From an optimization exercise on the open Yosys and OpenROAD flow, aimed at small area, a short achievable clock period and few clock cycles; shortcuts taken in it are not production practice.
Function was checked by simulation only, so behaviour that the tests miss may differ from the original.

before:
// sphere_decoder
module sphere_decoder #(
    parameter WI = 10
)(
    input Clk,
    input Reset,
    input in_valid,
    input flagChannelorData,
    input [ (4*2*WI)-1 : 0] InData,
    output [11 : 0] OutData,
    output out_valid
);
    integer i, j, k;
    function [9:0] h10;
        input [9:0] x;
        reg [15:0] xe, s1, c1, s2, c2, t;
        begin
            xe = {{6{x[9]}}, x};
            s1 = xe ^ (xe << 2) ^ (xe << 3);
            c1 = ((xe & (xe << 2)) | (xe & (xe << 3)) | ((xe << 2) & (xe << 3))) << 1;
            s2 = s1 ^ c1 ^ (xe << 5);
            c2 = ((s1 & c1) | (s1 & (xe << 5)) | (c1 & (xe << 5))) << 1;
            t = s2 + c2;
            h10 = t[15:6];
        end
    endfunction
    function le10;
        input [9:0] a, b;
        reg [9:0] g, l;
        reg [4:0] g1, l1;
        reg [2:0] g2, l2;
        reg gg;
        integer q;
        begin
            g = a & ~b;
            l = ~a & b;
            for (q = 0; q < 5; q = q + 1) begin
                g1[q] = g[2*q+1] | (~l[2*q+1] & g[2*q]);
                l1[q] = l[2*q+1] | (~g[2*q+1] & l[2*q]);
            end
            g2[0] = g1[1] | (~l1[1] & g1[0]);  l2[0] = l1[1] | (~g1[1] & l1[0]);
  ...
make LEC_CHECK=0 CAP_MARGIN=20 CORE_MARGIN=2 CORE_UTILIZATION=30 PLACE_DENSITY=0.45 SETUP_SLACK_MARGIN=5 SLEW_MARGIN=20 finish   # period 10.0 ns
run.sh (not shown) runs the stock make flow with config.mk's settings and CLKGATE_MAP_FILE= SYNTH_SCRIPT=/design/flow/synth_recipe.tcl, a recipe that flattens the netlist after the stock synthesis.
before finished all stages; layout check result: FAIL, due to capacitance limit, slew limit.
Testbench counts of before, summed over its fixed seeds: cycles 13,872.
The inputs of after differ from those of before as listed below.
-- flow/design.v --
<<< before, line 51
    reg [5:0]  cnt;          
    reg        ov_r;
    wire start = in_valid & ~flagChannelorData & ~run;
    reg [19:0] ch [0:9];
    reg [19:0] zr [0:3];
>>> after, line 51
    reg [5:0]  cnt;          
    reg        ov_r;
    wire start = in_valid & ~flagChannelorData & (~run | ov_r);
    reg [19:0] ch [0:9];
    reg [19:0] zr [0:3];
<<< before, line 66
            ch[8] <= InData[19:0];  ch[9] <= InData[39:20];
        end
        if (!run) begin
            zr[0] <= InData[19:0];  zr[1] <= InData[39:20];
            zr[2] <= InData[59:40]; zr[3] <= InData[79:60];
>>> after, line 66
            ch[8] <= InData[19:0];  ch[9] <= InData[39:20];
        end
        if (~run | ov_r) begin
            zr[0] <= InData[19:0];  zr[1] <= InData[39:20];
            zr[2] <= InData[59:40]; zr[3] <= InData[79:60];
<<< before, line 80
    reg       h_dsel;        
    reg       h_clr;         
    wire [5:0] nn = run ? cnt + 6'd1 : (fresh ? 6'd61 : 6'd0);
    wire       nrun = start | (run & (cnt != 6'd34));
    always @(posedge Clk or posedge Reset) begin
>>> after, line 80
    reg       h_dsel;        
    reg       h_clr;         
    wire [5:0] nn = (run & ~ov_r) ? cnt + 6'd1 : (fresh ? 6'd61 : 6'd0);
    wire       nrun = start | (run & (cnt != 6'd34));
    always @(posedge Clk or posedge Reset) begin
<<< before, line 116
            if (start)
                ov_r <= 1'b0;
            else if (run & (cnt == 6'd34))
                ov_r <= 1'b1;
            if (nrun && nn >= 6'd1 && nn <= 6'd11)
>>> after, line 116
            if (start)
                ov_r <= 1'b0;
            else if (run & (cnt == 6'd33))
                ov_r <= 1'b1;
            if (nrun && nn >= 6'd1 && nn <= 6'd11)
<<< before, line 194
             ({20{lay[2]}} & zr[1]) | ({20{lay[3]}} & zr[0]);
    end
    reg [21:0] L [0:7];
    reg [18:0] S [0:2];
    reg [12:0] srt [0:7];
>>> after, line 194
             ({20{lay[2]}} & zr[1]) | ({20{lay[3]}} & zr[0]);
    end
    reg [21:0] L0;
    reg [18:0] Lr [1:7];
    reg [21:0] L [0:7];
    always @(*) begin
        L[0] = L0;
        for (i = 1; i < 8; i = i + 1)
            L[i] = {Lr[i][18:9], 3'd0, Lr[i][8:0]};
    end
    reg [18:0] S [0:2];
    reg [12:0] srt [0:7];
<<< before, line 263
    reg [8:0]  path_b;
    always @(posedge Clk) begin
        b_r <= ({20{~run}} & InData[79:60]) | ({20{hold_b}} & zr[3]) |
               ({20{run & ~hold_b}} & {ba_re, ba_im});
        if (!run || hold_b)
            p_r <= 10'd0;
        else
>>> after, line 270
    reg [8:0]  path_b;
    always @(posedge Clk) begin
        b_r <= ({20{~run | ov_r}} & InData[79:60]) | ({20{hold_b}} & zr[3]) |
               ({20{run & ~hold_b & ~ov_r}} & {ba_re, ba_im});
        if (!run || hold_b || ov_r)
            p_r <= 10'd0;
        else
<<< before, line 375
    end
    always @(posedge Clk) begin
        for (i = 0; i < 8; i = i + 1)
            L[i] <= mo[i];
        if (d_last)
            for (i = 0; i < 3; i = i + 1)
                S[i] <= {mo[i+5][21:12], mo[i+5][8:0]};
    end
    assign OutData = {L[0][2:0], L[0][5:3], L[0][8:6], L[0][11:9]};
endmodule
>>> after, line 382
    end
    always @(posedge Clk) begin
        L0 <= mo[0];
        for (i = 1; i < 8; i = i + 1)
            Lr[i] <= {mo[i][21:12], mo[i][8:0]};
        if (d_last)
            for (i = 0; i < 3; i = i + 1)
                S[i] <= {mo[i+5][21:12], mo[i+5][8:0]};
    end
    wire        of34 = run & ov_r;
    wire [11:0] outp = (of34 & ~le10(L[0][21:12], srt[0][12:3])) ?
                       {path_d, srt[0][2:0]} : L[0][11:0];
    assign OutData = {outp[2:0], outp[5:3], outp[8:6], outp[11:9]};
endmodule
==> comparison <==
after ended with every stage complete and zero timing, DRC or antenna violations.
Comparing final cycle utilization of the critical path for before and after, the bigger number came from after.
Sort before and after by path length in cells of the critical path, descending, and after comes first.
Compared with before, after shows a lower placed cell area.
before and after ended up with nearly the same fraction of area in clock buffers and inverters.
For after, the worst setup path category was reg -> out, unlike before, where it was reg -> reg.
after vs before, x dimension of the die went down by about 1.1%.
The final reports for after and before show number of inserted filler cells in the final layout lower in the former.
Testbench counts of after, summed over its fixed seeds: cycles 13,488.

-- port drivers added, routing unchanged --
Ports are ideal in the flow. The routed layouts listed here were re-timed in OpenROAD.
Step 1: set_driving_cell puts a clkbuf_16 on Clk and a buf_2 on each other input, an assumption about the parent block.
Step 2 adds t to the input delays and takes it off the output delays; t is the mean of the earliest and latest rising clock arrival at the registers after step 1. Input paths then give back, and output paths get back, about the clock's delay inside the block.
Slacks: ideal / step 1 / step 2; pairs: ideal / step 1.
run | t, ns | slack for setup (ns) | worst register clock-pin slew, ns | worst data-port slew with drivers (ns)
before | 0.855 | 4.963 / 4.963 / 4.963 | 0.07 / 0.07 | 0.10
after | 0.859 | 4.093 / 3.998 / 4.755 | 0.11 / 0.11 | 0.10
